This is an optimization exercise on Yosys and OpenROAD, whose aim is small area and a short achievable clock period, not a production implementation. No run shown here included a check of the RTL's function; only the layout flow was run. Power figures rest on the tool's default switching activity, not on a simulated workload.

$ cat flow/flow/run.sh
#!/bin/bash
# The standard layout, with plain buffers (buf_1) on the ports instead of the
# default delay-cell buffers.  The make output goes to standard.log; ORFS keeps
# each step's log under orfs/logs/.
set -euo pipefail
bash standard.sh BUFFER_PORTS_ARGS="-buffer_cell sky130_fd_sc_hd__buf_1" finish > standard.log 2>&1
$ cat flow/standard.sh
#!/bin/bash
# synth_recipe.tcl (not shown) runs the flow's synth.tcl, then flattens the netlist and writes it again
# the make line also repeats each setting of config.mk as NAME=value (left out here)
make -C /OpenROAD-flow-scripts/flow DESIGN_CONFIG=/design/flow/config.mk WORK_HOME=/design/flow/orfs CLKGATE_MAP_FILE= SYNTH_SCRIPT=/design/flow/synth_recipe.tcl "${@:-finish}"
$ cat flow/config.mk
export PLATFORM = sky130hd
export DESIGN_NAME = sigmoid
export DESIGN_NICKNAME = sigmoid
export VERILOG_FILES = /design/flow/design.v
export SDC_FILE = /design/flow/constraint.sdc
export NUM_CORES = 4
export LEC_CHECK = 0
export ABC_AREA = 1
export CAP_MARGIN = 20
export CORE_MARGIN = 2
export CORE_UTILIZATION = 60
export CTS_BUF_LIST = sky130_fd_sc_hd__clkbuf_4
export SLEW_MARGIN = 20
export SYNTH_HIERARCHICAL = 1
$ cat flow/constraint.sdc
create_clock -name core_clock -period 14.0 [get_ports {clk}]
set_input_delay 2.8000 -clock core_clock [delete_from_list [all_inputs] [get_ports {clk}]]
set_output_delay 2.8000 -clock core_clock [all_outputs]
set_load 0.01 [all_outputs]
$ cat flow/design.v
module sigmoid_fa(input wire a, input wire b, input wire c, output wire s, output wire co);
	assign s  = a ^ b ^ c;
	assign co = (a & b) | (a & c) | (b & c);
endmodule
module sigmoid_ha(input wire a, input wire b, output wire s, output wire co);
	assign s  = a ^ b;
	assign co = a & b;
endmodule
module sigmoid(
	input wire clk,
	input wire reset,
	input wire enable,
	input wire [17:0] x1,
	output reg [15:0] fixed_op
	);
	wire [16:0] m   = x1[16:0];
	wire        neg = x1[17];
	wire lt0 = m < 17'h018B7;
	wire lt1 = m < 17'h054A3;
	wire r0  = lt0;
	wire r1  = ~lt0 & lt1;
	wire r2  = ~lt1 & ~m[16] & ~m[15];
	wire r3  = ~m[16] & m[15];
	wire sat = m >= 17'd62874;	 
	wire [14:0] n  = m[14:0] ^ {15{neg}};
	wire [14:0] ni = ~n;
	wire p0_0 = r2;
	wire p0_1 = (r2 & neg);
	wire p0_2 = (r1 & neg) | (r2 & neg);
	wire p0_4 = (r1 & neg) | (r2 & neg);
	wire p0_5 = (r3 & n[0]);
	wire p0_6 = (r3 & n[1]);
	wire p0_7 = (r3 & n[2]);
	wire p0_8 = (r2 & n[0]) | (r3 & n[3]);
	wire p0_9 = (r2 & n[1]) | (r3 & n[4]);
	wire p0_10 = (r1 & n[0]) | (r2 & n[2]) | (r3 & n[5]);
	wire p0_11 = (r0 & n[0]) | (r1 & n[1]) | (r2 & n[3]) | (r3 & n[6]);
	wire p0_12 = (r0 & n[1]) | (r1 & n[2]) | (r2 & n[4]) | (r3 & n[7]);
	wire p0_13 = (r0 & n[2]) | (r1 & n[3]) | (r2 & n[5]) | (r3 & n[8]);
	wire p0_14 = (r0 & n[3]) | (r1 & n[4]) | (r2 & n[6]) | (r3 & n[9]);
	wire p0_15 = (r0 & n[4]) | (r1 & n[5]) | (r2 & n[7]) | (r3 & n[10]);
	wire p0_16 = (r0 & n[5]) | (r1 & n[6]) | (r2 & n[8]) | (r3 & n[11]);
	wire p0_17 = (r0 & n[6]) | (r1 & n[7]) | (r2 & n[9]) | (r3 & n[12]);
	wire p0_18 = (r0 & n[7]) | (r1 & n[8]) | (r2 & n[10]) | (r3 & n[13]);
	wire p0_19 = (r0 & n[8]) | (r1 & n[9]) | (r2 & n[11]) | (r3 & n[14]);
	wire p0_20 = (r0 & n[9]) | (r1 & n[10]) | (r2 & n[12]) | (r3 & neg);
	wire p0_21 = (r0 & n[10]) | (r1 & n[11]) | (r2 & n[13]) | r3;
	wire p0_22 = (r0 & n[11]) | (r1 & n[12]) | r3;
	wire p0_23 = (r0 & n[12]) | (r1 & n[13]) | (r2 & ~neg) | r3;
	wire p0_24 = (r0 & neg) | (r1 & n[14]) | (r2 & ~neg) | r3;
	wire p0_25 = (r0 & ~neg) | r1 | (r2 & ~neg) | r3;
	wire p1_4 = (r1 & n[0]) | (r2 & n[0]);
	wire p1_5 = (r1 & n[1]) | (r2 & n[1]) | (r3 & neg);
	wire p1_6 = (r1 & n[2]) | (r2 & n[2]);
	wire p1_7 = (r1 & n[3]) | (r2 & n[3]);
	wire p1_8 = (r1 & n[4]) | (r2 & n[4]);
	wire p1_9 = (r1 & n[5]) | (r2 & n[5]);
	wire p1_10 = (r1 & n[6]) | (r2 & n[6]);
	wire p1_11 = (r1 & n[7]) | (r2 & n[7]);
	wire p1_12 = (r1 & n[8]) | (r2 & n[8]);
	wire p1_13 = (r0 & neg) | (r1 & n[9]) | (r2 & n[9]) | (r3 & ~neg);
	wire p1_14 = (r1 & n[10]) | (r2 & n[10]);
	wire p1_15 = (r1 & n[11]) | (r2 & n[11]) | r3;
	wire p1_16 = (r1 & n[12]) | (r2 & n[12]) | (r3 & ~neg);
	wire p1_17 = (r1 & n[13]) | (r2 & n[13]) | (r3 & neg);
	wire p1_18 = (r1 & n[14]) | (r2 & ~neg) | r3;
	wire p1_19 = r3;
	wire p1_20 = (r1 & neg) | (r2 & neg);
	wire p1_21 = (r1 & ~neg) | (r2 & ~neg);
	wire p1_22 = (r1 & ~neg);
	wire p1_23 = (r1 & neg);
	wire p1_24 = (r1 & neg);
	wire p2_2 = (r1 & n[0]);
	wire p2_3 = (r1 & n[1]) | (r2 & n[0]) | (r3 & n[0]);
	wire p2_4 = (r1 & n[2]) | (r2 & n[1]) | (r3 & n[1]);
	wire p2_5 = (r1 & n[3]) | (r2 & n[2]) | (r3 & n[2]);
	wire p2_6 = (r1 & n[4]) | (r2 & n[3]) | (r3 & n[3]);
	wire p2_7 = (r1 & n[5]) | (r2 & n[4]) | (r3 & n[4]);
	wire p2_8 = (r1 & n[6]) | (r2 & n[5]) | (r3 & n[5]);
	wire p2_9 = (r1 & n[7]) | (r2 & n[6]) | (r3 & n[6]);
	wire p2_10 = (r1 & n[8]) | (r2 & n[7]) | (r3 & n[7]);
	wire p2_11 = (r1 & n[9]) | (r2 & n[8]) | (r3 & n[8]);
	wire p2_12 = (r1 & n[10]) | (r2 & n[9]) | (r3 & n[9]);
	wire p2_13 = (r1 & n[11]) | (r2 & n[10]) | (r3 & n[10]);
	wire p2_14 = (r1 & n[12]) | (r2 & n[11]) | (r3 & n[11]);
	wire p2_15 = (r1 & n[13]) | (r2 & n[12]) | (r3 & n[12]);
	wire p2_16 = (r1 & n[14]) | (r2 & n[13]) | (r3 & n[13]);
	wire p2_17 = r2 | (r3 & n[14]);
	wire p2_18 = (r1 & ~neg);
	wire p3_0 = (r1 & n[0]) | (r2 & ni[0]);
	wire p3_1 = (r1 & n[1]) | (r2 & ni[1]);
	wire p3_2 = (r1 & n[2]) | (r2 & ni[2]);
	wire p3_3 = (r1 & n[3]) | (r2 & ni[3]);
	wire p3_4 = (r1 & n[4]) | (r2 & ni[4]);
	wire p3_5 = (r1 & n[5]) | (r2 & ni[5]);
	wire p3_6 = (r1 & n[6]) | (r2 & ni[6]);
	wire p3_7 = (r1 & n[7]) | (r2 & ni[7]);
	wire p3_8 = (r1 & n[8]) | (r2 & ni[8]);
	wire p3_9 = (r1 & n[9]) | (r2 & ni[9]);
	wire p3_10 = (r1 & n[10]) | (r2 & ni[10]);
	wire p3_11 = (r1 & n[11]) | (r2 & ni[11]);
	wire p3_12 = (r1 & n[12]) | (r2 & ni[12]);
	wire p3_13 = (r1 & n[13]) | (r2 & ni[13]);
	wire p3_14 = (r1 & n[14]) | (r2 & neg);
	wire p3_15 = (r2 & neg);
	wire p3_16 = (r1 & ~neg) | (r2 & ~neg);
	wire p4_8 = (r2 & neg);
	wire p4_10 = (r1 & neg);
	wire p4_13 = (r1 & ~neg) | (r2 & neg);
	wire p4_14 = r1;
	wire s0, c0;
	sigmoid_ha ha0 (.a(p0_8), .b(p1_8), .s(s0), .co(c0));
	wire s1, c1;
	sigmoid_ha ha1 (.a(p0_9), .b(p1_9), .s(s1), .co(c1));
	wire s2, c2;
	sigmoid_fa fa2 (.a(p0_10), .b(p1_10), .c(p2_10), .s(s2), .co(c2));
	wire s3, c3;
	sigmoid_ha ha3 (.a(p0_11), .b(p1_11), .s(s3), .co(c3));
	wire s4, c4;
	sigmoid_ha ha4 (.a(p0_12), .b(p1_12), .s(s4), .co(c4));
	wire s5, c5;
	sigmoid_fa fa5 (.a(p0_13), .b(p1_13), .c(p2_13), .s(s5), .co(c5));
	wire s6, c6;
	sigmoid_fa fa6 (.a(p0_14), .b(p1_14), .c(p2_14), .s(s6), .co(c6));
	wire s7, c7;
	sigmoid_ha ha7 (.a(p0_15), .b(p1_15), .s(s7), .co(c7));
	wire s8, c8;
	sigmoid_ha ha8 (.a(p0_16), .b(p1_16), .s(s8), .co(c8));
	wire s9, c9;
	sigmoid_ha ha9 (.a(p0_4), .b(p1_4), .s(s9), .co(c9));
	wire s10, c10;
	sigmoid_fa fa10 (.a(p0_5), .b(p1_5), .c(p2_5), .s(s10), .co(c10));
	wire s11, c11;
	sigmoid_fa fa11 (.a(p0_6), .b(p1_6), .c(p2_6), .s(s11), .co(c11));
	wire s12, c12;
	sigmoid_fa fa12 (.a(p0_7), .b(p1_7), .c(p2_7), .s(s12), .co(c12));
	wire s13, c13;
	sigmoid_fa fa13 (.a(p2_8), .b(p3_8), .c(p4_8), .s(s13), .co(c13));
	wire s14, c14;
	sigmoid_fa fa14 (.a(p2_9), .b(p3_9), .c(c0), .s(s14), .co(c14));
	wire s15, c15;
	sigmoid_fa fa15 (.a(p3_10), .b(p4_10), .c(c1), .s(s15), .co(c15));
	wire s16, c16;
	sigmoid_fa fa16 (.a(p2_11), .b(p3_11), .c(c2), .s(s16), .co(c16));
	wire s17, c17;
	sigmoid_fa fa17 (.a(p2_12), .b(p3_12), .c(c3), .s(s17), .co(c17));
	wire s18, c18;
	sigmoid_fa fa18 (.a(p3_13), .b(p4_13), .c(c4), .s(s18), .co(c18));
	wire s19, c19;
	sigmoid_fa fa19 (.a(p3_14), .b(p4_14), .c(c5), .s(s19), .co(c19));
	wire s20, c20;
	sigmoid_fa fa20 (.a(p2_15), .b(p3_15), .c(c6), .s(s20), .co(c20));
	wire s21, c21;
	sigmoid_fa fa21 (.a(p2_16), .b(p3_16), .c(c7), .s(s21), .co(c21));
	wire s22, c22;
	sigmoid_fa fa22 (.a(p0_17), .b(p1_17), .c(p2_17), .s(s22), .co(c22));
	wire s23, c23;
	sigmoid_ha ha23 (.a(p0_18), .b(p1_18), .s(s23), .co(c23));
	wire s24, c24;
	sigmoid_ha ha24 (.a(p0_2), .b(p2_2), .s(s24), .co(c24));
	wire s25, c25;
	sigmoid_ha ha25 (.a(p2_3), .b(p3_3), .s(s25), .co(c25));
	wire s26, c26;
	sigmoid_fa fa26 (.a(p2_4), .b(p3_4), .c(s9), .s(s26), .co(c26));
	wire s27, c27;
	sigmoid_fa fa27 (.a(p3_5), .b(c9), .c(s10), .s(s27), .co(c27));
	wire s28, c28;
	sigmoid_fa fa28 (.a(p3_6), .b(c10), .c(s11), .s(s28), .co(c28));
	wire s29, c29;
	sigmoid_fa fa29 (.a(p3_7), .b(c11), .c(s12), .s(s29), .co(c29));
	wire s30, c30;
	sigmoid_fa fa30 (.a(s0), .b(c12), .c(s13), .s(s30), .co(c30));
	wire s31, c31;
	sigmoid_fa fa31 (.a(s1), .b(c13), .c(s14), .s(s31), .co(c31));
	wire s32, c32;
	sigmoid_fa fa32 (.a(s2), .b(c14), .c(s15), .s(s32), .co(c32));
	wire s33, c33;
	sigmoid_fa fa33 (.a(s3), .b(c15), .c(s16), .s(s33), .co(c33));
	wire s34, c34;
	sigmoid_fa fa34 (.a(s4), .b(c16), .c(s17), .s(s34), .co(c34));
	wire s35, c35;
	sigmoid_fa fa35 (.a(s5), .b(c17), .c(s18), .s(s35), .co(c35));
	wire s36, c36;
	sigmoid_fa fa36 (.a(s6), .b(c18), .c(s19), .s(s36), .co(c36));
	wire s37, c37;
	sigmoid_fa fa37 (.a(s7), .b(c19), .c(s20), .s(s37), .co(c37));
	wire s38, c38;
	sigmoid_fa fa38 (.a(s8), .b(c20), .c(s21), .s(s38), .co(c38));
	wire s39, c39;
	sigmoid_fa fa39 (.a(c8), .b(c21), .c(s22), .s(s39), .co(c39));
	wire s40, c40;
	sigmoid_fa fa40 (.a(p2_18), .b(c22), .c(s23), .s(s40), .co(c40));
	wire s41, c41;
	sigmoid_fa fa41 (.a(p0_19), .b(p1_19), .c(c23), .s(s41), .co(c41));
	wire s42, c42;
	sigmoid_ha ha42 (.a(p0_20), .b(p1_20), .s(s42), .co(c42));
	wire s43, c43;
	sigmoid_ha ha43 (.a(p0_21), .b(p1_21), .s(s43), .co(c43));
	wire s44, c44;
	sigmoid_ha ha44 (.a(p0_22), .b(p1_22), .s(s44), .co(c44));
	wire s45, c45;
	sigmoid_ha ha45 (.a(p0_23), .b(p1_23), .s(s45), .co(c45));
	wire s46, c46;
	sigmoid_ha ha46 (.a(p0_24), .b(p1_24), .s(s46), .co(c46));
	wire [25:0] ra = {p0_25, c45, c44, c43, c42, c41, c40, c39, c38, c37, c36, c35, c34, c33, c32, c31, c30, c29, c28, c27, c26, c25, c24, p3_2, p0_1, p0_0};
	wire [25:0] rb = {c46, s46, s45, s44, s43, s42, s41, s40, s39, s38, s37, s36, s35, s34, s33, s32, s31, s30, s29, s28, s27, s26, s25, s24, p3_1, p3_0};
	wire [25:0] pg = ra ^ rb;
	wire [25:0] tg = ra | rb;
	wire [25:0] gg = ra & rb;
	wire G1_0 = gg[1] | (pg[1] & gg[0]);
	wire G3_2 = gg[3] | (pg[3] & gg[2]);
	wire P3_2 = pg[3] & pg[2];
	wire G5_4 = gg[5] | (pg[5] & gg[4]);
	wire P5_4 = pg[5] & pg[4];
	wire G7_6 = gg[7] | (pg[7] & gg[6]);
	wire P7_6 = pg[7] & pg[6];
	wire G9_8 = gg[9] | (pg[9] & gg[8]);
	wire P9_8 = pg[9] & pg[8];
	wire G11_10 = gg[11] | (pg[11] & gg[10]);
	wire P11_10 = pg[11] & pg[10];
	wire G13_12 = gg[13] | (pg[13] & gg[12]);
	wire P13_12 = pg[13] & pg[12];
	wire G15_14 = gg[15] | (pg[15] & gg[14]);
	wire P15_14 = pg[15] & pg[14];
	wire G17_16 = gg[17] | (pg[17] & gg[16]);
	wire P17_16 = pg[17] & pg[16];
	wire G19_18 = gg[19] | (pg[19] & gg[18]);
	wire P19_18 = pg[19] & pg[18];
	wire G21_20 = gg[21] | (pg[21] & gg[20]);
	wire P21_20 = pg[21] & pg[20];
	wire G23_22 = gg[23] | (pg[23] & gg[22]);
	wire P23_22 = pg[23] & pg[22];
	wire G25_24 = gg[25] | (pg[25] & gg[24]);
	wire P25_24 = pg[25] & pg[24];
	wire G3_0 = G3_2 | (P3_2 & G1_0);
	wire G7_4 = G7_6 | (P7_6 & G5_4);
	wire P7_4 = P7_6 & P5_4;
	wire G11_8 = G11_10 | (P11_10 & G9_8);
	wire P11_8 = P11_10 & P9_8;
	wire G15_12 = G15_14 | (P15_14 & G13_12);
	wire P15_12 = P15_14 & P13_12;
	wire G19_16 = G19_18 | (P19_18 & G17_16);
	wire P19_16 = P19_18 & P17_16;
	wire G23_20 = G23_22 | (P23_22 & G21_20);
	wire P23_20 = P23_22 & P21_20;
	wire G7_0 = G7_4 | (P7_4 & G3_0);
	wire G15_8 = G15_12 | (P15_12 & G11_8);
	wire P15_8 = P15_12 & P11_8;
	wire G23_16 = G23_20 | (P23_20 & G19_16);
	wire P23_16 = P23_20 & P19_16;
	wire G15_0 = G15_8 | (P15_8 & G7_0);
	wire G23_0 = G23_16 | (P23_16 & G15_0);
	wire G11_0 = G11_8 | (P11_8 & G7_0);
	wire G19_0 = G19_16 | (P19_16 & G15_0);
	wire G5_0 = G5_4 | (P5_4 & G3_0);
	wire G9_0 = G9_8 | (P9_8 & G7_0);
	wire G13_0 = G13_12 | (P13_12 & G11_0);
	wire G17_0 = G17_16 | (P17_16 & G15_0);
	wire G21_0 = G21_20 | (P21_20 & G19_0);
	wire G25_0 = G25_24 | (P25_24 & G23_0);
	wire G2_0 = gg[2] | (pg[2] & G1_0);
	wire G4_0 = gg[4] | (pg[4] & G3_0);
	wire G6_0 = gg[6] | (pg[6] & G5_0);
	wire G8_0 = gg[8] | (pg[8] & G7_0);
	wire G10_0 = gg[10] | (pg[10] & G9_0);
	wire G12_0 = gg[12] | (pg[12] & G11_0);
	wire G14_0 = gg[14] | (pg[14] & G13_0);
	wire G16_0 = gg[16] | (pg[16] & G15_0);
	wire G18_0 = gg[18] | (pg[18] & G17_0);
	wire G20_0 = gg[20] | (pg[20] & G19_0);
	wire G22_0 = gg[22] | (pg[22] & G21_0);
	wire G24_0 = gg[24] | (pg[24] & G23_0);
	wire G0_0 = gg[0];
	wire [25:0] g = pg ^ {G24_0, G23_0, G22_0, G21_0, G20_0, G19_0, G18_0, G17_0, G16_0, G15_0, G14_0, G13_0, G12_0, G11_0, G10_0, G9_0, G8_0, G7_0, G6_0, G5_0, G4_0, G3_0, G2_0, G1_0, G0_0, 1'b0};
	wire [15:0] fixed_op_next = sat ? {2'b00, ~neg, 13'd0} : {3'b000, g[25:13]};
	always @(posedge clk, posedge reset) begin
		if (reset)
			fixed_op <= 567;
		else if (enable)
			fixed_op <= fixed_op_next;
	end
endmodule
==> results of run 1 <==
==> cell usage in the layout, fill, tap and decap left out, types with 2 or more instances in the layout <==
cell type / n
sky130_fd_sc_hd__nand2_1: 110
sky130_fd_sc_hd__fa_1: 38
sky130_fd_sc_hd__ha_1: 38
sky130_fd_sc_hd__buf_1: 34
sky130_fd_sc_hd__inv_1: 33
sky130_fd_sc_hd__nor2_1: 28
sky130_fd_sc_hd__nand3_1: 26
sky130_fd_sc_hd__o21ai_0: 21
sky130_fd_sc_hd__xor2_1: 16
sky130_fd_sc_hd__a21oi_1: 10
sky130_fd_sc_hd__nand4_1: 10
sky130_fd_sc_hd__nand2_4: 10
sky130_fd_sc_hd__dfrtp_1: 8
sky130_fd_sc_hd__nand2_2: 6
sky130_fd_sc_hd__o21ai_1: 6
sky130_fd_sc_hd__dfstp_2: 6
sky130_fd_sc_hd__inv_2: 5
sky130_fd_sc_hd__xnor2_1: 5
sky130_fd_sc_hd__o2111ai_1: 3
sky130_fd_sc_hd__nand3b_1: 3
sky130_fd_sc_hd__a22o_1: 3
sky130_fd_sc_hd__clkbuf_4: 3
sky130_fd_sc_hd__o211ai_1: 2
sky130_fd_sc_hd__nor2_2: 2
sky130_fd_sc_hd__a21o_1: 2
sky130_fd_sc_hd__a21oi_2: 2
sky130_fd_sc_hd__conb_1: 2
==> metrics by stage <==
stage	std cells	utilization [%]	hold slack [ns]	setup slack [ns]	power [mW]
2_1_floorplan	418	-	0.4736	7.005	0.2462
3_3_place_gp	513	66.47	0.4574	6.252	0.2946
3_5_place_dp	513	66.47	0.4658	6.185	0.3063
4_1_cts	517	66.97	0.4794	6.482	0.3318
5_1_grt	517	66.97	0.5107	6.102	0.3698
6_report	517	66.97	0.4826	6.511	0.3304
==> per-module statistics from Yosys, one instance, submodules excluded <==
module / times used / cells / flip-flops and latches / cell area (µm²)
sigmoid_fa: 32 / 1 / 0 / 20.02
sigmoid: 1 / 370 / 14 / 2466
sigmoid_ha: 15 / 1 / 0 / 12.51
==> power groups by stage <==
stage	sequential, mW	combinational [mW]	clock, mW
6_report	0.0629	0.243	0.0240
3_5_place_dp	0.0635	0.243	0
4_1_cts	0.0629	0.244	0.0245
3_3_place_gp	0.0632	0.231	0
5_1_grt	0.0647	0.278	0.0270
2_1_floorplan	0.0697	0.176	0
==> metal layers <==
layer | global-route usage, % | wire [µm]
met1 | 42.97 | 3877
met2 | 48.71 | 3770
met3 | 4.598 | 623
met4 | 4.035 | 114
met5 | 0 | 0
==> Yosys cell counts, types with 8 or more instances <==
cell                      number
sky130_fd_sc_hd__nand2_1     110
sky130_fd_sc_hd__fa_1         38
sky130_fd_sc_hd__ha_1         38
sky130_fd_sc_hd__inv_1        33
sky130_fd_sc_hd__nor2_1       28
sky130_fd_sc_hd__nand3_1      26
sky130_fd_sc_hd__o21ai_0      21
sky130_fd_sc_hd__xor2_1       16
sky130_fd_sc_hd__a21oi_1      10
sky130_fd_sc_hd__nand2_4      10
sky130_fd_sc_hd__nand4_1      10
sky130_fd_sc_hd__dfrtp_1       8
==> cell type report <==
cell class	count	area share, %
timing repair buffer	35	3.877
tap	70	2.513
clock buffer	3	0.6461
multi-input combinational	355	78.36
clock inverter	1	0.1077
inverter	39	4.235
sequential	14	10.27
==> kinds of logic after synthesis <==
logic type	Yosys count	synth area share (%)
simple gates	200	28.94
fa+ha+maj	76	37.52
compound gates	56	10.63
buf+inv	49	6.342
xor+xnor	21	5.583
flops	14	10.86
other cells	1	0.1138
==> worst paths after layout <==
| path | to | depth (start not counted) | slack, ns |
|---|---|---|---|
| setup reg to reg | fixed_op[4]$_DFFE_PP1P_ | 2 | 13.25 |
| hold reg to reg | fixed_op[0]$_DFFE_PP1P_ | 2 | 0.48 |
| min in group asynchronous | fixed_op[3]$_DFFE_PP0P_ | 2 | 2.51 |
| max in group asynchronous | fixed_op[9]$_DFFE_PP1P_ | 2 | 11.12 |
| setup / recovery | fixed_op[12]$_DFFE_PP0P_ | 29 | 6.51 |
| hold / removal | fixed_op[0]$_DFFE_PP1P_ | 2 | 0.48 |
==> tightest hold or removal path, cell delays in order (launching register included) <==
cell and delay (ns):
sky130_fd_sc_hd__dfstp_2 0.38, sky130_fd_sc_hd__nand2_1 0.06, sky130_fd_sc_hd__nand2_1 0.05
==> reports/metrics.cfg, run 1 <==
[setup_path]
worst-setup-path-type = primary input to register
timing.critical_path.buf_inv = 4
crit_path_end_kind = register
critPathSlowestCell = sky130_fd_sc_hd__fa_1
arrival_ns = 7.66
critical_path.most_common_cell = sky130_fd_sc_hd__nand2_1
family_with_the_most_delay_on_the_worst_path = adder cells
timing.critical_path.fanout_max = 15
critical_path.startpoint = x1[6]
crit-reg2reg-launch = fixed_op[4]$_DFFE_PP1P_
worstSetupStartpointType = primary input
timing.critical_path.slowest_cell_delay_ns = 0.44
timing.critical_path.required_ns = 14.17

[place]
detailed_place.area_um2 = 3460
dp.final_hpwl_um = 7163
port_buffers = 34
gp_congestion = 1.049

[hold_path]
hold_path.class = register to register
timing.hold.worst.start = fixed_op[0]$_DFFE_PP1P_

[synth]
synth_cell_types = 42
synth_edf_count = 0
synth_instances = 417
ys_ff_latch = 14
asyncSetResetFlopFracSynth_pct = 100.0
synth-warning-count = 7
postSynthAreaPerCell_um2 = 7.900
synth_ff_type = sky130_fd_sc_hd__dfrtp_1
netlist_area_um2 = 3294
synth_top_area_share_pct = 23.09
yosysSeqAreaShare_pct = 10.86
synthDominantAreaCellType = sky130_fd_sc_hd__fa_1
cell_types_occupying_the_most_area_after_synthesis = sky130_fd_sc_hd__fa_1, sky130_fd_sc_hd__ha_1, sky130_fd_sc_hd__nand2_1

[global_routing]
grt.overflow.total = 0
gr-usage-all-layers_pct = 29.72
vias_in_the_first_global_route = 3034
initial_antenna_violation_count = 0
grt_first_pass_wirelength_um = 14340
largest_net_degree_at_the_start_of_global_routing = 23

[routing]
drt-wirelength-per-cell_um = 16.22
dr_total_vias = 2994
initialDrtViolationCount = 426
count_of_antenna_violating_nets_left_after_detailed_routing = 0
postRouteWirelength_um = 8385
post-route-drc-count = 0
via_per_instance_ratio = 5.791
firstDrtPassIters = 5

[status]
run_status = timing/DRC/antenna clean

[finish]
max_ffs_per_register = 14
largest-register = fixed_op
finish.net_count = 545
fraction_of_final_layout_cells_sized_beyond_drive_strength_1_pct = 9.396
antenna_cells = 0
top_regs = fixed_op (14)
area.growth.synth_to_final_pct = 5.811
final.fill_count = 482
final_area_um2 = 3486
layout.area.seq_um2 = 357.8
multiInputGateArea_um2 = 2731

[power_and_ir_drop]
leak_pwr_nw = 1.879
power.share.switching_pct = 50.18
netSwitchingPower_mw = 0.1658
clock_power_share_pct = 7.3
combPwrFrac_pct = 73.7
p_per_area_nw_per_um2 = 94.77
share_seq_of_total_power_pct = 19.0
power.internal_mw = 0.1646
max-vdd-ir-drop_mv = 0.07890

[timing]
timing.max_slew.rel_slack_pct = 46.62
finalCritPeriodShare_pct = 53.50
grt_setup_unrepaired = no
layout_min_cycle_time_ns = 7.489
timing.clock.skew_ns = 0
tightest_slew_ns = 0.7924
fin_setup_tns_ns = 0
timing.final.setup_violations = 0
report.final.hold_viol_count = 0
timing.final.max_slew_violations = 0
max_freq_mhz = 133.5

[floorplan]
starting_density_of_the_core_pct = 63.29
die_h_um = 78.10
floorplan.rows = 26
die_w_um = 78.10
die_area_um2 = 6100
core_area_um2 = 5205
boundary_pin_count = 37

[clock_network]
clock_tree.root_cell = sky130_fd_sc_hd__clkbuf_4
cts_resized = 0
cts_setup_buffers = 0
postCtsHoldBufs = 0
sink_count = 14
cts_tree = built
cts.htree.levels = 1
cts_inserted_buffers = 3
cts_max_path_buffers = 2
clkLatencyLatePin_ns = 0.29
path_clk_slew_ns = 0.09

[flow_run]
cap_violations = 0

==> run 2: changes to the inputs <==
--- a/flow/design.v
+++ b/flow/design.v
@@ -24,16 +24,16 @@
 	wire sat = m >= 17'd62874;	 
 	wire [14:0] n  = m[14:0] ^ {15{neg}};
 	wire [14:0] ni = ~n;
-	wire p0_0 = r2;
-	wire p0_1 = (r2 & neg);
-	wire p0_2 = (r1 & neg) | (r2 & neg);
+	wire p0_0 = r2 | (r3 & neg);
+	wire p0_1 = (r2 & neg) | (r3 & neg);
+	wire p0_2 = (r1 & neg) | (r2 & neg) | (r3 & neg);
 	wire p0_4 = (r1 & neg) | (r2 & neg);
-	wire p0_5 = (r3 & n[0]);
-	wire p0_6 = (r3 & n[1]);
-	wire p0_7 = (r3 & n[2]);
-	wire p0_8 = (r2 & n[0]) | (r3 & n[3]);
-	wire p0_9 = (r2 & n[1]) | (r3 & n[4]);
-	wire p0_10 = (r1 & n[0]) | (r2 & n[2]) | (r3 & n[5]);
+	wire p0_5 = (r0 & neg) | (r3 & n[0]);
+	wire p0_6 = (r0 & neg) | (r3 & n[1]);
+	wire p0_7 = (r0 & neg) | (r3 & n[2]);
+	wire p0_8 = (r0 & neg) | (r2 & n[0]) | (r3 & n[3]);
+	wire p0_9 = (r0 & neg) | (r2 & n[1]) | (r3 & n[4]);
+	wire p0_10 = (r0 & neg) | (r1 & n[0]) | (r2 & n[2]) | (r3 & n[5]);
 	wire p0_11 = (r0 & n[0]) | (r1 & n[1]) | (r2 & n[3]) | (r3 & n[6]);
 	wire p0_12 = (r0 & n[1]) | (r1 & n[2]) | (r2 & n[4]) | (r3 & n[7]);
 	wire p0_13 = (r0 & n[2]) | (r1 & n[3]) | (r2 & n[5]) | (r3 & n[8]);
@@ -49,7 +49,7 @@
 	wire p0_23 = (r0 & n[12]) | (r1 & n[13]) | (r2 & ~neg) | r3;
 	wire p0_24 = (r0 & neg) | (r1 & n[14]) | (r2 & ~neg) | r3;
 	wire p0_25 = (r0 & ~neg) | r1 | (r2 & ~neg) | r3;
-	wire p1_4 = (r1 & n[0]) | (r2 & n[0]);
+	wire p1_4 = (r0 & neg) | (r1 & n[0]) | (r2 & n[0]);
 	wire p1_5 = (r1 & n[1]) | (r2 & n[1]) | (r3 & neg);
 	wire p1_6 = (r1 & n[2]) | (r2 & n[2]);
 	wire p1_7 = (r1 & n[3]) | (r2 & n[3]);
@@ -70,8 +70,8 @@
 	wire p1_22 = (r1 & ~neg);
 	wire p1_23 = (r1 & neg);
 	wire p1_24 = (r1 & neg);
-	wire p2_2 = (r1 & n[0]);
-	wire p2_3 = (r1 & n[1]) | (r2 & n[0]) | (r3 & n[0]);
+	wire p2_2 = (r0 & neg) | (r1 & n[0]);
+	wire p2_3 = (r0 & neg) | (r1 & n[1]) | (r2 & n[0]) | (r3 & n[0]);
 	wire p2_4 = (r1 & n[2]) | (r2 & n[1]) | (r3 & n[1]);
 	wire p2_5 = (r1 & n[3]) | (r2 & n[2]) | (r3 & n[2]);
 	wire p2_6 = (r1 & n[4]) | (r2 & n[3]) | (r3 & n[3]);
@@ -87,8 +87,8 @@
 	wire p2_16 = (r1 & n[14]) | (r2 & n[13]) | (r3 & n[13]);
 	wire p2_17 = r2 | (r3 & n[14]);
 	wire p2_18 = (r1 & ~neg);
-	wire p3_0 = (r1 & n[0]) | (r2 & ni[0]);
-	wire p3_1 = (r1 & n[1]) | (r2 & ni[1]);
+	wire p3_0 = (r0 & neg) | (r1 & n[0]) | (r2 & ni[0]);
+	wire p3_1 = (r0 & neg) | (r1 & n[1]) | (r2 & ni[1]);
 	wire p3_2 = (r1 & n[2]) | (r2 & ni[2]);
 	wire p3_3 = (r1 & n[3]) | (r2 & ni[3]);
 	wire p3_4 = (r1 & n[4]) | (r2 & ni[4]);
@@ -232,44 +232,70 @@
 	wire P23_22 = pg[23] & pg[22];
 	wire G25_24 = gg[25] | (pg[25] & gg[24]);
 	wire P25_24 = pg[25] & pg[24];
+	wire G2_0 = gg[2] | (pg[2] & G1_0);
 	wire G3_0 = G3_2 | (P3_2 & G1_0);
+	wire G6_4 = gg[6] | (pg[6] & G5_4);
+	wire P6_4 = pg[6] & P5_4;
 	wire G7_4 = G7_6 | (P7_6 & G5_4);
 	wire P7_4 = P7_6 & P5_4;
+	wire G10_8 = gg[10] | (pg[10] & G9_8);
+	wire P10_8 = pg[10] & P9_8;
 	wire G11_8 = G11_10 | (P11_10 & G9_8);
 	wire P11_8 = P11_10 & P9_8;
+	wire G14_12 = gg[14] | (pg[14] & G13_12);
+	wire P14_12 = pg[14] & P13_12;
 	wire G15_12 = G15_14 | (P15_14 & G13_12);
 	wire P15_12 = P15_14 & P13_12;
+	wire G18_16 = gg[18] | (pg[18] & G17_16);
+	wire P18_16 = pg[18] & P17_16;
 	wire G19_16 = G19_18 | (P19_18 & G17_16);
 	wire P19_16 = P19_18 & P17_16;
+	wire G22_20 = gg[22] | (pg[22] & G21_20);
+	wire P22_20 = pg[22] & P21_20;
 	wire G23_20 = G23_22 | (P23_22 & G21_20);
 	wire P23_20 = P23_22 & P21_20;
+	wire G4_0 = gg[4] | (pg[4] & G3_0);
+	wire G5_0 = G5_4 | (P5_4 & G3_0);
+	wire G6_0 = G6_4 | (P6_4 & G3_0);
 	wire G7_0 = G7_4 | (P7_4 & G3_0);
+	wire G12_8 = gg[12] | (pg[12] & G11_8);
+	wire P12_8 = pg[12] & P11_8;
+	wire G13_8 = G13_12 | (P13_12 & G11_8);
+	wire P13_8 = P13_12 & P11_8;
+	wire G14_8 = G14_12 | (P14_12 & G11_8);
+	wire P14_8 = P14_12 & P11_8;
 	wire G15_8 = G15_12 | (P15_12 & G11_8);
 	wire P15_8 = P15_12 & P11_8;
+	wire G20_16 = gg[20] | (pg[20] & G19_16);
+	wire P20_16 = pg[20] & P19_16;
+	wire G21_16 = G21_20 | (P21_20 & G19_16);
+	wire P21_16 = P21_20 & P19_16;
+	wire G22_16 = G22_20 | (P22_20 & G19_16);
+	wire P22_16 = P22_20 & P19_16;
 	wire G23_16 = G23_20 | (P23_20 & G19_16);
 	wire P23_16 = P23_20 & P19_16;
+	wire G8_0 = gg[8] | (pg[8] & G7_0);
+	wire G9_0 = G9_8 | (P9_8 & G7_0);
+	wire G10_0 = G10_8 | (P10_8 & G7_0);
+	wire G11_0 = G11_8 | (P11_8 & G7_0);
+	wire G12_0 = G12_8 | (P12_8 & G7_0);
+	wire G13_0 = G13_8 | (P13_8 & G7_0);
+	wire G14_0 = G14_8 | (P14_8 & G7_0);
 	wire G15_0 = G15_8 | (P15_8 & G7_0);
+	wire G24_16 = gg[24] | (pg[24] & G23_16);
+	wire P24_16 = pg[24] & P23_16;
+	wire G25_16 = G25_24 | (P25_24 & G23_16);
+	wire P25_16 = P25_24 & P23_16;
+	wire G16_0 = gg[16] | (pg[16] & G15_0);
+	wire G17_0 = G17_16 | (P17_16 & G15_0);
+	wire G18_0 = G18_16 | (P18_16 & G15_0);
+	wire G19_0 = G19_16 | (P19_16 & G15_0);
+	wire G20_0 = G20_16 | (P20_16 & G15_0);
+	wire G21_0 = G21_16 | (P21_16 & G15_0);
+	wire G22_0 = G22_16 | (P22_16 & G15_0);
 	wire G23_0 = G23_16 | (P23_16 & G15_0);
-	wire G11_0 = G11_8 | (P11_8 & G7_0);
-	wire G19_0 = G19_16 | (P19_16 & G15_0);
-	wire G5_0 = G5_4 | (P5_4 & G3_0);
-	wire G9_0 = G9_8 | (P9_8 & G7_0);
-	wire G13_0 = G13_12 | (P13_12 & G11_0);
-	wire G17_0 = G17_16 | (P17_16 & G15_0);
-	wire G21_0 = G21_20 | (P21_20 & G19_0);
-	wire G25_0 = G25_24 | (P25_24 & G23_0);
-	wire G2_0 = gg[2] | (pg[2] & G1_0);
-	wire G4_0 = gg[4] | (pg[4] & G3_0);
-	wire G6_0 = gg[6] | (pg[6] & G5_0);
-	wire G8_0 = gg[8] | (pg[8] & G7_0);
-	wire G10_0 = gg[10] | (pg[10] & G9_0);
-	wire G12_0 = gg[12] | (pg[12] & G11_0);
-	wire G14_0 = gg[14] | (pg[14] & G13_0);
-	wire G16_0 = gg[16] | (pg[16] & G15_0);
-	wire G18_0 = gg[18] | (pg[18] & G17_0);
-	wire G20_0 = gg[20] | (pg[20] & G19_0);
-	wire G22_0 = gg[22] | (pg[22] & G21_0);
-	wire G24_0 = gg[24] | (pg[24] & G23_0);
+	wire G24_0 = G24_16 | (P24_16 & G15_0);
+	wire G25_0 = G25_16 | (P25_16 & G15_0);
 	wire G0_0 = gg[0];
 	wire [25:0] g = pg ^ {G24_0, G23_0, G22_0, G21_0, G20_0, G19_0, G18_0, G17_0, G16_0, G15_0, G14_0, G13_0, G12_0, G11_0, G10_0, G9_0, G8_0, G7_0, G6_0, G5_0, G4_0, G3_0, G2_0, G1_0, G0_0, 1'b0};
 	wire [15:0] fixed_op_next = sat ? {2'b00, ~neg, 13'd0} : {3'b000, g[25:13]};
==> reports/metrics.cfg, run 2 <==
[place]
port_buffers = 34  ; unchanged
detailed_place.area_um2 = 3525  ; +1.9%
dp_slack_ns = 5.906  ; -0.2790 ns
dp.final_hpwl_um = 7396  ; +3.2%
placedCellCount = 573  ; +12%
gp_congestion = 1.041  ; -0.82%

[floorplan]
boundary_pin_count = 37  ; unchanged
starting_density_of_the_core_pct = 61.56  ; -1.7 points
core_area_um2 = 5439  ; +4.5%
die_w_um = 78.70  ; +0.77%
die_area_um2 = 6194  ; +1.5%
floorplan.rows = 27  ; +3.8%
die_h_um = 78.70  ; +0.77%

[clock_network]
path_clk_slew_ns = 0.08  ; about the same
clock_tree.root_cell = sky130_fd_sc_hd__clkbuf_4
postCtsHoldBufs = 0  ; unchanged
cts_resized = 0  ; unchanged
cts.htree.levels = 1  ; unchanged
cts_max_path_buffers = 2  ; unchanged
cts_inserted_buffers = 3  ; unchanged
sink_count = 14  ; unchanged
cts_setup_buffers = 0  ; unchanged
cts_tree = built
clkLatencyLatePin_ns = 0.28  ; about the same

[finish]
top_regs = fixed_op (14)
max_ffs_per_register = 14  ; unchanged
final_area_um2 = 3556  ; +2.0%
finish.net_count = 599  ; +9.9%
largest-register = fixed_op
layout_commonest_cell = sky130_fd_sc_hd__nand2_1
area.growth.synth_to_final_pct = 6.203
antenna_cells = 0  ; unchanged
instances_no_fill = 577  ; +12%
fraction_of_final_layout_cells_sized_beyond_drive_strength_1_pct = 7.129  ; -2.3 points
most-common-layout-cells = sky130_fd_sc_hd__nand2_1, sky130_fd_sc_hd__nand3_1, sky130_fd_sc_hd__ha_1, sky130_fd_sc_hd__inv_1

[hold_path]
hold_path.class = register to register
timing.hold.worst.start = fixed_op[5]$_DFFE_PP1P_
hold_path_depth = 2  ; unchanged

[timing]
timing.final.setup_violations = 0  ; unchanged
report.final.hold_viol_count = 0  ; unchanged
layout_min_cycle_time_ns = 7.750  ; +0.2607 ns
tightest_slew_ns = 0.5474  ; -0.2449 ns
worst_setup_slack_after_layout_ns = 6.250  ; -0.2607 ns
finalCritPeriodShare_pct = 55.36  ; +1.9 points
timing.final.max_slew_violations = 0  ; unchanged
timing.max_slew.rel_slack_pct = 63.12  ; +17 points
max_freq_mhz = 129.0  ; -3.4%
fin_setup_tns_ns = 0  ; unchanged
grt_setup_unrepaired = no
timing.clock.skew_ns = 0  ; unchanged

[setup_path]
crit-reg2reg-launch = fixed_op[4]$_DFFE_PP1P_
crit_path_end_kind = register
arrival_ns = 7.93  ; +0.27 ns
timing.critical_path.required_ns = 14.18  ; about the same
worstSetupStartpointType = primary input
timing.critical_path.fanout_max = 13  ; -2
r2r.worst_path.cells = 2  ; unchanged
worst-setup-path-type = primary input to register
critical_path.startpoint = x1[7]

[status]
run_status = timing/DRC/antenna clean

[global_routing]
grt.overflow.total = 0  ; unchanged
grt_first_pass_wirelength_um = 15030  ; +4.8%
vias_in_the_first_global_route = 3212  ; +5.9%
gr-usage-all-layers_pct = 30.59  ; +0.88 points
largest_net_degree_at_the_start_of_global_routing = 23  ; unchanged
initial_antenna_violation_count = 0  ; unchanged

[synth]
netlist_area_um2 = 3348  ; +1.6%
synth-warning-count = 7  ; unchanged
asyncSetResetFlopFracSynth_pct = 100.0  ; unchanged
most_common_cell_in_the_synthesized_netlist = sky130_fd_sc_hd__nand2_1
synth_edf_count = 0  ; unchanged
cell_types_occupying_the_most_area_after_synthesis = sky130_fd_sc_hd__fa_1, sky130_fd_sc_hd__nand2_1, sky130_fd_sc_hd__ha_1
postSynthAreaPerCell_um2 = 7.049  ; -11%
synth_instances = 475  ; +14%
synth_top_area_share_pct = 19.73  ; -3.4 points
synth_cell_types = 36  ; -14%
synth.cells.most_frequent = sky130_fd_sc_hd__nand2_1, sky130_fd_sc_hd__nand3_1, sky130_fd_sc_hd__ha_1
yosysSeqAreaShare_pct = 10.69  ; -0.17 points
synth_ff_type = sky130_fd_sc_hd__dfrtp_1
ys_ff_latch = 14  ; unchanged
synthDominantAreaCellType = sky130_fd_sc_hd__fa_1

[power_and_ir_drop]
max-vdd-ir-drop_mv = 0.07462  ; -5.4%
p_per_area_nw_per_um2 = 96.14  ; +1.4%
leak_pwr_nw = 1.983  ; +5.5%
report.power.total_mw = 0.3419  ; +3.5%

[routing]
post-route-drc-count = 0  ; unchanged
initialDrtViolationCount = 456  ; +7.0%
via_per_instance_ratio = 5.776  ; -0.25%
firstDrtPassIters = 5  ; unchanged
postRouteWirelength_um = 8776  ; +4.7%
dr_total_vias = 3333  ; +11%
count_of_antenna_violating_nets_left_after_detailed_routing = 0  ; unchanged
drt-wirelength-per-cell_um = 15.21  ; -6.2%

[flow_run]
cap_violations = 0  ; unchanged

## run 2: cell types whose count changed after synthesis, moves of 9 or more
cell / change
sky130_fd_sc_hd__nand2_1: +51
sky130_fd_sc_hd__nand3_1: +15
sky130_fd_sc_hd__nand2_4: -9
sky130_fd_sc_hd__nand4_1: +9
## run 2: logic make-up (layout without fill, tap and decap cells)
kind of cell               Yosys count  after routing  share of synthesized area (%)
and+or+nand+nor                    273            273                          36.43
adders and majority gates           72             72                          34.30
buffers and inverters               52             81                          6.278
AOI/OAI and AO/OA                   47             47                          7.997
xor gates and xnor gates            16             16                          4.186
DFF                                 14             14                          10.69
other                                1              2                         0.1120
## run 2: power by group
group          switching, mW  internal (mW)
sequential           0.00603         0.0574
combinational          0.156         0.0956
clock                 0.0137         0.0130
total                  0.176          0.166
## run 2: final cells by class
cell class              count  area, µm²
well taps                  72      90.09
multi-input cells         410       2784
flip-flops and latches     14      357.8
inverters                  42      157.7
repair buffers             35      136.4
fillers                   480       1883
clock buffers               4      30.03
## run 2: path summary, 6_finish.rpt
kind | to | slack (ns)
setup / recovery | fixed_op[3]$_DFFE_PP0P_ | 6.25
hold / removal | fixed_op[5]$_DFFE_PP1P_ | 0.47
setup reg to reg | fixed_op[4]$_DFFE_PP1P_ | 13.26
hold reg to reg | fixed_op[5]$_DFFE_PP1P_ | 0.47
max in group asynchronous | fixed_op[5]$_DFFE_PP1P_ | 11.12
min in group asynchronous | fixed_op[6]$_DFFE_PP0P_ | 2.51
## run 2: stage by stage
stage	hold slack [ns]	util (%)
after floorplan	0.4736	-
after global placement	0.4569	64.80
after global routing	0.4830	65.38
after CTS	0.4703	65.36
after detailed placement	0.4579	64.80
final	0.4696	65.38
## run 2: per-module statistics from Yosys, one instance, submodules excluded
module | copies in the design | flops+latches | cells inside | area [µm²]
sigmoid_ha | 15 | 0 | 1 | 12.51
sigmoid | 1 | 14 | 428 | 2520
sigmoid_fa | 32 | 0 | 1 | 20.02
## run 2: critical path, cell delays in order
cell and delay [ns]:
sky130_fd_sc_hd__buf_1 0.16, sky130_fd_sc_hd__inv_1 0.09, sky130_fd_sc_hd__nor2_2 0.10, sky130_fd_sc_hd__nand2_2 0.07, sky130_fd_sc_hd__o211ai_1 0.16, sky130_fd_sc_hd__nand2_1 0.09
sky130_fd_sc_hd__nand3_2 0.11, sky130_fd_sc_hd__inv_1 0.18, sky130_fd_sc_hd__nand2_1 0.37, sky130_fd_sc_hd__nand4_1 0.24, sky130_fd_sc_hd__fa_1 0.48, sky130_fd_sc_hd__fa_1 0.54
sky130_fd_sc_hd__fa_1 0.43, sky130_fd_sc_hd__ha_1 0.30, sky130_fd_sc_hd__a21oi_1 0.15, sky130_fd_sc_hd__o21ai_1 0.08, sky130_fd_sc_hd__a21o_1 0.18, sky130_fd_sc_hd__a21oi_1 0.23
sky130_fd_sc_hd__o21bai_1 0.14, sky130_fd_sc_hd__a21oi_2 0.26, sky130_fd_sc_hd__nand2_8 0.12, sky130_fd_sc_hd__fa_1 0.44, sky130_fd_sc_hd__a22o_1 0.20
## run 2: metal layers
layer	up-vias	wire, µm	global-route usage (%)
met1	1533	4066	43.49
li1	1627	-	-
met2	161	3920	51.03
met4	0	74	3.860
met3	12	713	4.659
met5	-	0	0

==> afterwards: timing with drivers on the ports <==
Ports are ideal in the flow. The routed layouts listed here were re-timed in OpenROAD. Step 1: set_driving_cell puts a clkbuf_16 on clk and a buf_2 on each other input, an assumption about the parent block. Step 2, shift: input delay + t, output delay - t, t = (earliest + latest rising clock arrival at the registers) / 2. This alone moves slack from input paths to output paths. Slacks: ideal ports / drivers / drivers and shift; pairs: ideal ports / drivers.
run | t (ns) | setup slack, ns | latest minus earliest clock arrival (ns)
run 1 | 0.303 | 6.511 / 6.511 / 6.208 | 0.010 / 0.010
run 2 | 0.306 | 6.250 / 6.250 / 5.943 | 0.007 / 0.007
After both steps setup and hold are still met in every run listed. For run 2, which loses most, drivers alone change the setup slack by 0.000 ns; drivers and shift together by -0.307 ns.
